Source: an optimization exercise on an open RTL-to-GDS flow (aim: small area). Production flows keep margins and buffers that such runs may drop.
RTL that was checked went through simulation tests only; none was proved equivalent to the original.
Power figures rest on the tool's default switching activity, not on a simulated workload.

// CannyEdge
module CannyEdge(dAddrRegRow, dAddrRegCol, bWE, bCE, InData, OutData,
	OPMode, bOPEnable, dReadReg, dWriteReg, clk, rst_b);
Size in the first run: ~1300 cells after synthesis, roughly 260 flip-flops, ~38 I/O pins, roughly 0.016 sq mm of cells after synthesis.
Settings: LEC_CHECK=0, CAP_MARGIN=20, CORE_MARGIN=2, CORE_UTILIZATION=40, SLEW_MARGIN=20; clock period 12.0 ns.
run.sh (not shown) runs the stock make flow with config.mk's settings and CLKGATE_MAP_FILE= SYNTH_SCRIPT=/design/flow/synth_recipe.tcl, a recipe that flattens the netlist after the stock synthesis.
Edit:
--- a/flow/design.v
+++ b/flow/design.v
@@ -84,30 +84,19 @@
 	default: xr = rb4;
 	endcase
 end
 wire [8:0]  gP  = add(rb0, rb4, 1'b0);
 wire [8:0]  gQ  = add(rb1, rb3, 1'b0);
 wire [9:0]  gPQ = add(gP, gQ, 1'b0);
-wire [9:0]  gQR = add(gQ, {rb2, 1'b0}, 1'b0);
-wire [11:0] gS  = add(gPQ, {gQR, 1'b0}, 1'b0);
+wire [11:0] gS  = add(add(gPQ, {gQ, 1'b0}, 1'b0), {rb2, 2'b00}, 1'b0);
 wire [10:0] gE1 = add(gPQ, {rb2, 1'b0}, 1'b0);
 wire [14:0] gsh = c_2 ? {gS, 2'b00} : cnt[0] ? {gS, 1'b0} : {3'b000, gS};
 wire [14:0] gE  = c_2 ? ~{5'd0, gQ, 1'b0} : cnt[0] ? {4'd0, gE1} : 15'd0;
-reg         k1, k2;
-wire [14:0] acp = c_0 ? 15'd0 : acc;
-wire [7:0]  lo1 = add(acp[6:0], gsh[6:0], 1'b0);
-wire [7:0]  lo2 = add(lo1[6:0], gE[6:0], c_2);
-wire [7:0]  hi1 = add(acp[14:7], gsh[14:7], k1 & ~c_0);
-wire [7:0]  hi2 = add(hi1, gE[14:7], k2 & ~c_0);
+wire [14:0] accn = add(add(c_0 ? 15'd0 : acc, gsh, 1'b0), gE, c_2);
 always @(posedge clk)
-	if (act & m_g) begin
-		acc <= {hi2, lo2[6:0]};
-		k1 <= lo1[7];
-		k2 <= lo2[7];
-	end
-wire [7:0]  gres = add(acc[14:7], {7'd0, k2}, k1);
+	if (act & m_g) acc <= accn;
 wire        sx = gx[10], sy = gy[10];
 wire        nx = c_3 & sx, ny = c_3 & sy;
 wire [10:0] dd = add({3'b000, rb2}, ~{3'b000, rb0}, 1'b1);
 wire [10:0] ss = add(add(rb0, rb2, 1'b0), {rb1, 1'b0}, 1'b0);
 wire [10:0] gxa = c_0 ? 11'd0 : (gx ^ {11{nx}});
 wire [10:0] gxb = c_3 ? 11'd0 : c_1 ? {dd[9:0], 1'b0} : dd;
@@ -194,13 +183,13 @@
 	if (wz & rdec[2] & cdec[1]) zf[6] <= zone;
 	if (wz & rdec[2] & cdec[2]) zf[7] <= zone;
 end
 always @(posedge clk)
 	if (rd)
 		case (dReadReg)
-		4'd0: OutData <= gres;
+		4'd0: OutData <= acc[14:7];
 		4'd1: OutData <= gsum[10:3];
 		4'd2: OutData <= dirv;
 		4'd3: OutData <= xr;
 		4'd4: OutData <= {7'd0, thr};
 		default: ;
 		endcase
Critical path depth went up by 2; total power rises by about a fifth; area after synthesis came out lower by a few percent; cell area drops slightly; global-route usage goes down by 1.4 points; register-to-register slack is worse by 0.39 ns.
No functional check of the RTL was part of the first run of this note.

## the previous run
CannyEdge, a different RTL version from the one above (not shown whole).
For scale: ~1400 cells after synthesis, ~260 flip-flops, ~38 I/O pins.
export LEC_CHECK = 0
export CAP_MARGIN = 20
export CORE_MARGIN = 2
export CORE_UTILIZATION = 40
export CTS_BUF_LIST = sky130_fd_sc_hd__clkbuf_16
export CTS_CLUSTER_DIAMETER = 80
export CTS_CLUSTER_SIZE = 24
export GPL_TIMING_DRIVEN = 0
export SLEW_MARGIN = 20
create_clock -name core_clock -period 12.0 [get_ports {clk}]
[inputs] the current run vs the previous run
diff --git a/flow/design.v b/flow/design.v
--- a/flow/design.v
+++ b/flow/design.v
@@ -112,72 +112,69 @@
 wire [10:0] gE1 = add(gPQ, {rb2, 1'b0}, 1'b0);
 wire [14:0] gsh = c_2 ? {gS, 2'b00} : cnt[0] ? {gS, 1'b0} : {3'b000, gS};
 wire [14:0] gE  = c_2 ? ~{5'd0, gQ, 1'b0} : cnt[0] ? {4'd0, gE1} : 15'd0;
 wire [14:0] acp = c_0 ? 15'd0 : acc;
 wire [14:0] accn = acp + gsh + gE + {14'd0, c_2};
 always @(posedge clk)
 	if (act & m_g) acc <= accn;
 wire [7:0]  gres = acc[14:7];
-wire        c_4 = (cnt == 3'd4);
 wire        sx = gx[10], sy = gy[10];
 wire        nx = c_3 & sx, ny = c_3 & sy;
 wire [10:0] dd = add({3'b000, rb2}, ~{3'b000, rb0}, 1'b1);
 wire [10:0] ss = add(add(rb0, rb2, 1'b0), {rb1, 1'b0}, 1'b0);
-wire [10:0] gxa = c_0 ? 11'd0 : {gx[10] & ~c_4, gx[9:0]} ^ {11{nx}};
-wire [10:0] gxb = c_3 ? 11'd0 : c_1 ? {dd[9:0], 1'b0} : c_4 ? gy : dd;
+wire [10:0] gxa = c_0 ? 11'd0 : (gx ^ {11{nx}});
+wire [10:0] gxb = c_3 ? 11'd0 : c_1 ? {dd[9:0], 1'b0} : dd;
 wire [10:0] gya = c_0 ? 11'd0 : (gy ^ {11{ny}});
 wire [10:0] gyb = c_3 ? 11'd0 : c_2 ? ~ss : ss;
 wire [10:0] gxn = add(gxa, gxb, nx);
 wire [10:0] gyn = add(gya, gyb, c_2 | ny);
+always @(posedge clk)
+	if (act & m_s & ~cnt[2]) begin
+		gx <= {c_3 ? sx ^ sy : gxn[10], gxn[9:0]};
+		if (~cnt[0] | c_3) gy <= gyn;
+	end
 wire [9:0]  ax = gx[9:0];
 wire [9:0]  ay = gy[9:0];
 wire        ng = gx[10];
+wire [11:0] gsum = add(ax, ay, 1'b0);
 wire [13:0] m5 = add(ax, {ax, 2'b00}, ng);
 wire [13:0] m1 = add(ax, 16'd0, ng);
 wire        c0  = geq(m1, {ay, 1'b0});
 wire        c90 = ~geq(m5, {ay, 1'b0});
-wire [1:0]  dcode = c0 ? 2'd0 : c90 ? 2'd2 : {ng, 1'b1};
-always @(posedge clk)
-	if (act & m_s) begin
-		gx <= {c_3 ? sx ^ sy : gxn[10], gxn[9:0]};
-		if (~cnt[0] | c_3) gy <= {gyn[10:2], c_4 ? dcode : gyn[1:0]};
-	end
-wire [7:0]  dirv = {gy[1] & gy[0], gy[1] & ~gy[0], ~gy[1] & gy[0], gy[1] & ~gy[0],
-                    gy[1] ^ gy[0], gy[0], gy[1], gy[0]};
+wire [7:0]  dirv = c0 ? 8'd0 : c90 ? 8'd90 : ng ? 8'd135 : 8'd45;
 wire [7:0] x6 = X[6];
 wire       ge6 = geq(x6, xr);
 reg        za, zb;
 always @* begin
 	case (y6)
 	2'd0: begin za = zf[3]; zb = zf[4]; end
 	2'd1: begin za = zf[2]; zb = zf[5]; end
 	2'd2: begin za = zf[1]; zb = zf[6]; end
 	default: begin za = zf[0]; zb = zf[7]; end
 	endcase
 end
 wire       hi = (xr[7:4] != 4'd0) | (xr[3:0] == 4'hf);
 wire       nmsw = act & m_n & c_2;
 wire       ok = flag & ge6;
 always @(posedge clk)
-	flag <= OPMode[0] ? (hi | za) : ge6;
+	if (act & (m_n | m_h) & c_1)
+		flag <= m_n ? ge6 : (hi | za);
 always @(posedge clk)
 	if (act & m_h & c_2)
 		thr <= (x6 >= 8'd15) | ((x6 > 8'd10) & (flag | hi | zb));
 wire [7:0] wd = bCE ? 8'd0 : InData;
-wire       ca = nmsw & ok;
-wire [3:0] dd4 = {y6 == 2'd3, y6 == 2'd2, y6 == 2'd1, d0};
-wire [24:0] clr = {12'd0, ca & dd4[3], ca & dd4[2], ca & dd4[1], 2'd0,
-                   ca & dd4[0], nmsw & ~ok, ca & dd4[0], 2'd0,
-                   ca & dd4[1], ca & dd4[2], ca & dd4[3]};
+wire [4:0] na = d0 ? 5'd5 : (y6 == 2'd1) ? 5'd2 : (y6 == 2'd2) ? 5'd1 : 5'd0;
+wire [4:0] nb = d0 ? 5'd7 : (y6 == 2'd1) ? 5'd10 : (y6 == 2'd2) ? 5'd11 : 5'd12;
 wire       wx = wr & (dWriteReg == 4'd0);
 integer i;
 always @(posedge clk) begin
 	for (i = 0; i < 25; i = i + 1)
-		if ((wx & rdec[i / 5] & cdec[i % 5]) | clr[i])
+		if ((wx & rdec[i / 5] & cdec[i % 5]) |
+		    (nmsw & (ok ? (na == i || nb == i) : (i == 6))))
 			X[i] <= wd;
 end
 always @(posedge clk)
 	if (wr & (dWriteReg == 4'd1) & rdec[1] & cdec[1]) y6 <= InData[1:0];
 wire zone = (InData == 8'd1);
 wire wz   = wr & (dWriteReg == 4'd2);
 always @(posedge clk) begin
 	if (wz & rdec[0] & cdec[0]) zf[0] <= zone;
@@ -188,15 +185,15 @@
 	if (wz & rdec[2] & cdec[0]) zf[5] <= zone;
 	if (wz & rdec[2] & cdec[1]) zf[6] <= zone;
 	if (wz & rdec[2] & cdec[2]) zf[7] <= zone;
 end
 always @(posedge clk)
 	if (rd)
 		case (dReadReg)
 		4'd0: OutData <= gres;
-		4'd1: OutData <= gx[10:3];
+		4'd1: OutData <= gsum[10:3];
 		4'd2: OutData <= dirv;
 		4'd3: OutData <= xr;
 		4'd4: OutData <= {7'd0, thr};
 		default: ;
 		endcase
 endmodule
--- outcome ---
Cmp the current run and the previous run / area after synthesis / lower: the previous run
Per the comparison of the current run with the previous run, clock edge transition at the registers on the reported setup and hold paths shows no meaningful change, normalized max-slew margin went up by 5.0 points, worst vdd rail ir drop saw a decrease, synthesized area divided by synthesized cell count moved down.
Changes observed in the current run relative to the previous run: layout multi-input combinational cell count picked up an extra about 3%; worst-case reg-to-reg path depth went up 21%; share of the final layout cell area in multi-input gates level.
| maximum frequency | the current run vs the previous run | ≈ equal |
STATUS die area: the current run loses against the previous run
The current run vs the previous run, pre-CTS setup slack went up by 970 ps.
Function not checked in the previous run: the RTL went through the layout flow alone.

Setup of job 6932:
CannyEdge with an RTL version that a note above also has.
Size: roughly 260 flip-flops, about 16000 um2 of cells after synthesis.
Settings: LEC_CHECK=0, CAP_MARGIN=20, CORE_MARGIN=2, CORE_UTILIZATION=40, SLEW_MARGIN=20; clock period 12.0 ns.
What job 6051 does differently from job 6932 at the input level:
diff --git a/flow/design.v b/flow/design.v
--- a/flow/design.v
+++ b/flow/design.v
@@ -111,71 +111,74 @@
 wire [11:0] gS  = add(gPQ, {gQR, 1'b0}, 1'b0);
 wire [10:0] gE1 = add(gPQ, {rb2, 1'b0}, 1'b0);
 wire [14:0] gsh = c_2 ? {gS, 2'b00} : cnt[0] ? {gS, 1'b0} : {3'b000, gS};
 wire [14:0] gE  = c_2 ? ~{5'd0, gQ, 1'b0} : cnt[0] ? {4'd0, gE1} : 15'd0;
 wire [14:0] acp = c_0 ? 15'd0 : acc;
 wire [14:0] accn = acp + gsh + gE + {14'd0, c_2};
 always @(posedge clk)
 	if (act & m_g) acc <= accn;
 wire [7:0]  gres = acc[14:7];
+wire        c_4 = (cnt == 3'd4);
 wire        sx = gx[10], sy = gy[10];
 wire        nx = c_3 & sx, ny = c_3 & sy;
 wire [10:0] dd = add({3'b000, rb2}, ~{3'b000, rb0}, 1'b1);
 wire [10:0] ss = add(add(rb0, rb2, 1'b0), {rb1, 1'b0}, 1'b0);
-wire [10:0] gxa = c_0 ? 11'd0 : (gx ^ {11{nx}});
-wire [10:0] gxb = c_3 ? 11'd0 : c_1 ? {dd[9:0], 1'b0} : dd;
+wire [10:0] gxa = c_0 ? 11'd0 : {gx[10] & ~c_4, gx[9:0]} ^ {11{nx}};
+wire [10:0] gxb = c_3 ? 11'd0 : c_1 ? {dd[9:0], 1'b0} : c_4 ? gy : dd;
 wire [10:0] gya = c_0 ? 11'd0 : (gy ^ {11{ny}});
 wire [10:0] gyb = c_3 ? 11'd0 : c_2 ? ~ss : ss;
 wire [10:0] gxn = add(gxa, gxb, nx);
 wire [10:0] gyn = add(gya, gyb, c_2 | ny);
-always @(posedge clk)
-	if (act & m_s & ~cnt[2]) begin
-		gx <= {c_3 ? sx ^ sy : gxn[10], gxn[9:0]};
-		if (~cnt[0] | c_3) gy <= gyn;
-	end
 wire [9:0]  ax = gx[9:0];
 wire [9:0]  ay = gy[9:0];
 wire        ng = gx[10];
-wire [11:0] gsum = add(ax, ay, 1'b0);
 wire [13:0] m5 = add(ax, {ax, 2'b00}, ng);
 wire [13:0] m1 = add(ax, 16'd0, ng);
 wire        c0  = geq(m1, {ay, 1'b0});
 wire        c90 = ~geq(m5, {ay, 1'b0});
-wire [7:0]  dirv = c0 ? 8'd0 : c90 ? 8'd90 : ng ? 8'd135 : 8'd45;
+wire [1:0]  dcode = c0 ? 2'd0 : c90 ? 2'd2 : {ng, 1'b1};
+always @(posedge clk)
+	if (act & m_s) begin
+		gx <= {c_3 ? sx ^ sy : gxn[10], gxn[9:0]};
+		if (~cnt[0] | c_3) gy <= {gyn[10:2], c_4 ? dcode : gyn[1:0]};
+	end
+wire [7:0]  dirv = {gy[1] & gy[0], gy[1] & ~gy[0], ~gy[1] & gy[0], gy[1] & ~gy[0],
+                    gy[1] ^ gy[0], gy[0], gy[1], gy[0]};
 wire [7:0] x6 = X[6];
 wire       ge6 = geq(x6, xr);
 reg        za, zb;
 always @* begin
 	case (y6)
 	2'd0: begin za = zf[3]; zb = zf[4]; end
 	2'd1: begin za = zf[2]; zb = zf[5]; end
 	2'd2: begin za = zf[1]; zb = zf[6]; end
 	default: begin za = zf[0]; zb = zf[7]; end
 	endcase
 end
 wire       hi = (xr[7:4] != 4'd0) | (xr[3:0] == 4'hf);
 wire       nmsw = act & m_n & c_2;
 wire       ok = flag & ge6;
 always @(posedge clk)
-	if (act & (m_n | m_h) & c_1)
-		flag <= m_n ? ge6 : (hi | za);
+	flag <= OPMode[0] ? (hi | za) : ge6;
 always @(posedge clk)
 	if (act & m_h & c_2)
 		thr <= (x6 >= 8'd15) | ((x6 > 8'd10) & (flag | hi | zb));
 wire [7:0] wd = bCE ? 8'd0 : InData;
-wire [4:0] na = d0 ? 5'd5 : (y6 == 2'd1) ? 5'd2 : (y6 == 2'd2) ? 5'd1 : 5'd0;
-wire [4:0] nb = d0 ? 5'd7 : (y6 == 2'd1) ? 5'd10 : (y6 == 2'd2) ? 5'd11 : 5'd12;
+wire       ca = nmsw & ok;
+wire [3:0] dd4 = {y6 == 2'd3, y6 == 2'd2, y6 == 2'd1, d0};
+wire [24:0] clr = {12'd0, ca & dd4[3], ca & dd4[2], ca & dd4[1], 2'd0,
+                   ca & dd4[0], nmsw & ~ok, ca & dd4[0], 2'd0,
+                   ca & dd4[1], ca & dd4[2], ca & dd4[3]};
 wire       wx = wr & (dWriteReg == 4'd0);
 integer i;
 always @(posedge clk) begin
 	for (i = 0; i < 25; i = i + 1)
-		if ((wx & rdec[i / 5] & cdec[i % 5]) |
-		    (nmsw & (ok ? (na == i || nb == i) : (i == 6))))
+		if ((wx & rdec[i / 5] & cdec[i % 5]) | clr[i])
 			X[i] <= wd;
 end
 always @(posedge clk)
 	if (wr & (dWriteReg == 4'd1) & rdec[1] & cdec[1]) y6 <= InData[1:0];
 wire zone = (InData == 8'd1);
 wire wz   = wr & (dWriteReg == 4'd2);
 always @(posedge clk) begin
 	if (wz & rdec[0] & cdec[0]) zf[0] <= zone;
 	if (wz & rdec[0] & cdec[1]) zf[1] <= zone;
@@ -184,16 +187,16 @@
 	if (wz & rdec[1] & cdec[2]) zf[4] <= zone;
 	if (wz & rdec[2] & cdec[0]) zf[5] <= zone;
 	if (wz & rdec[2] & cdec[1]) zf[6] <= zone;
 	if (wz & rdec[2] & cdec[2]) zf[7] <= zone;
 end
 always @(posedge clk)
 	if (rd)
 		case (dReadReg)
 		4'd0: OutData <= gres;
-		4'd1: OutData <= gsum[10:3];
+		4'd1: OutData <= gx[10:3];
 		4'd2: OutData <= dirv;
 		4'd3: OutData <= xr;
 		4'd4: OutData <= {7'd0, thr};
 		default: ;
 		endcase
 endmodule
==> comparison <==
Job 6051 falls short of job 6932 in total power. Looking at topmost layer with routed signal wires, the met5 result is from job 6051; the met4 one comes from job 6932. Going from job 6932 to job 6051, number of synthesized flops with an enable pin decreased by 1 relative to the old numbers; overall fraction of global-route tracks in use closely matched the old numbers; combinational cell fraction of total power increased by 3.0 points relative to the old numbers; fraction of layout cells with a size suffix above 1 increased by 3.4 points relative to the old numbers; number of rows created at floorplan closely matched the old numbers. Synthesis-to-finish area growth for job 6051: 1.4 points up relative to job 6932. Any difference in insertion delay to the later sink of the worst-skew pair between job 6051 and job 6932 is small enough to ignore. Summary of job 6051 over job 6932: cell area reported after detailed placement shows an increase of 1.3%, worst ir drop on vdd rose 0.053 mV, routed via count shows an increase of 160, synthesized cell count lost 27. NOTE number of cell instances on the worst register-to-register path job 6932->job 6051 decreased by more than 10%.
The RTL of job 6051 was laid out without a check of its function.

## afterwards: timing with drivers on the ports
How much do the figures lean on ideal ports? The routed layouts below were timed once more, with nothing changed but the port constraints. Step 1 sets driving cells, clkbuf_16 on the clock port and buf_2 on the other inputs (assumed; they add their load-dependent delay and slew). Step 2 times the ports against the registers' clock, not the clock port: input delays grow and output delays shrink by t, the midpoint of the rising clock arrivals with the driver on. a / b / c = ideal ports / drivers / drivers and shift; a / b = the first two.
run | t (ns) | setup slack, ns | clock arrival spread, ns | worst register clock-pin slew, ns
the first run of note 1 | 0.617 | 0.319 / 0.349 / -0.268 | 0.016 / 0.016 | 0.07 / 0.07
the second run of note 1 | 0.626 | 0.180 / 0.156 / -0.470 | 0.042 / 0.042 | 0.07 / 0.07
the previous run | 0.562 | 0.513 / 0.541 / -0.021 | 0.043 / 0.042 | 0.10 / 0.10
the current run | 0.561 | 0.499 / 0.514 / -0.047 | 0.021 / 0.021 | 0.09 / 0.09
job 6932 | 0.633 | 0.779 / 0.810 / 0.177 | 0.033 / 0.032 | 0.07 / 0.07
job 6051 | 0.627 | 0.547 / 0.574 / -0.053 | 0.034 / 0.033 | 0.07 / 0.07
Met with ideal ports but missed after step 2: setup timing in 5 of these runs. For the second run of note 1, which loses most, drivers alone change the setup slack by -0.024 ns; drivers and shift together by -0.650 ns.
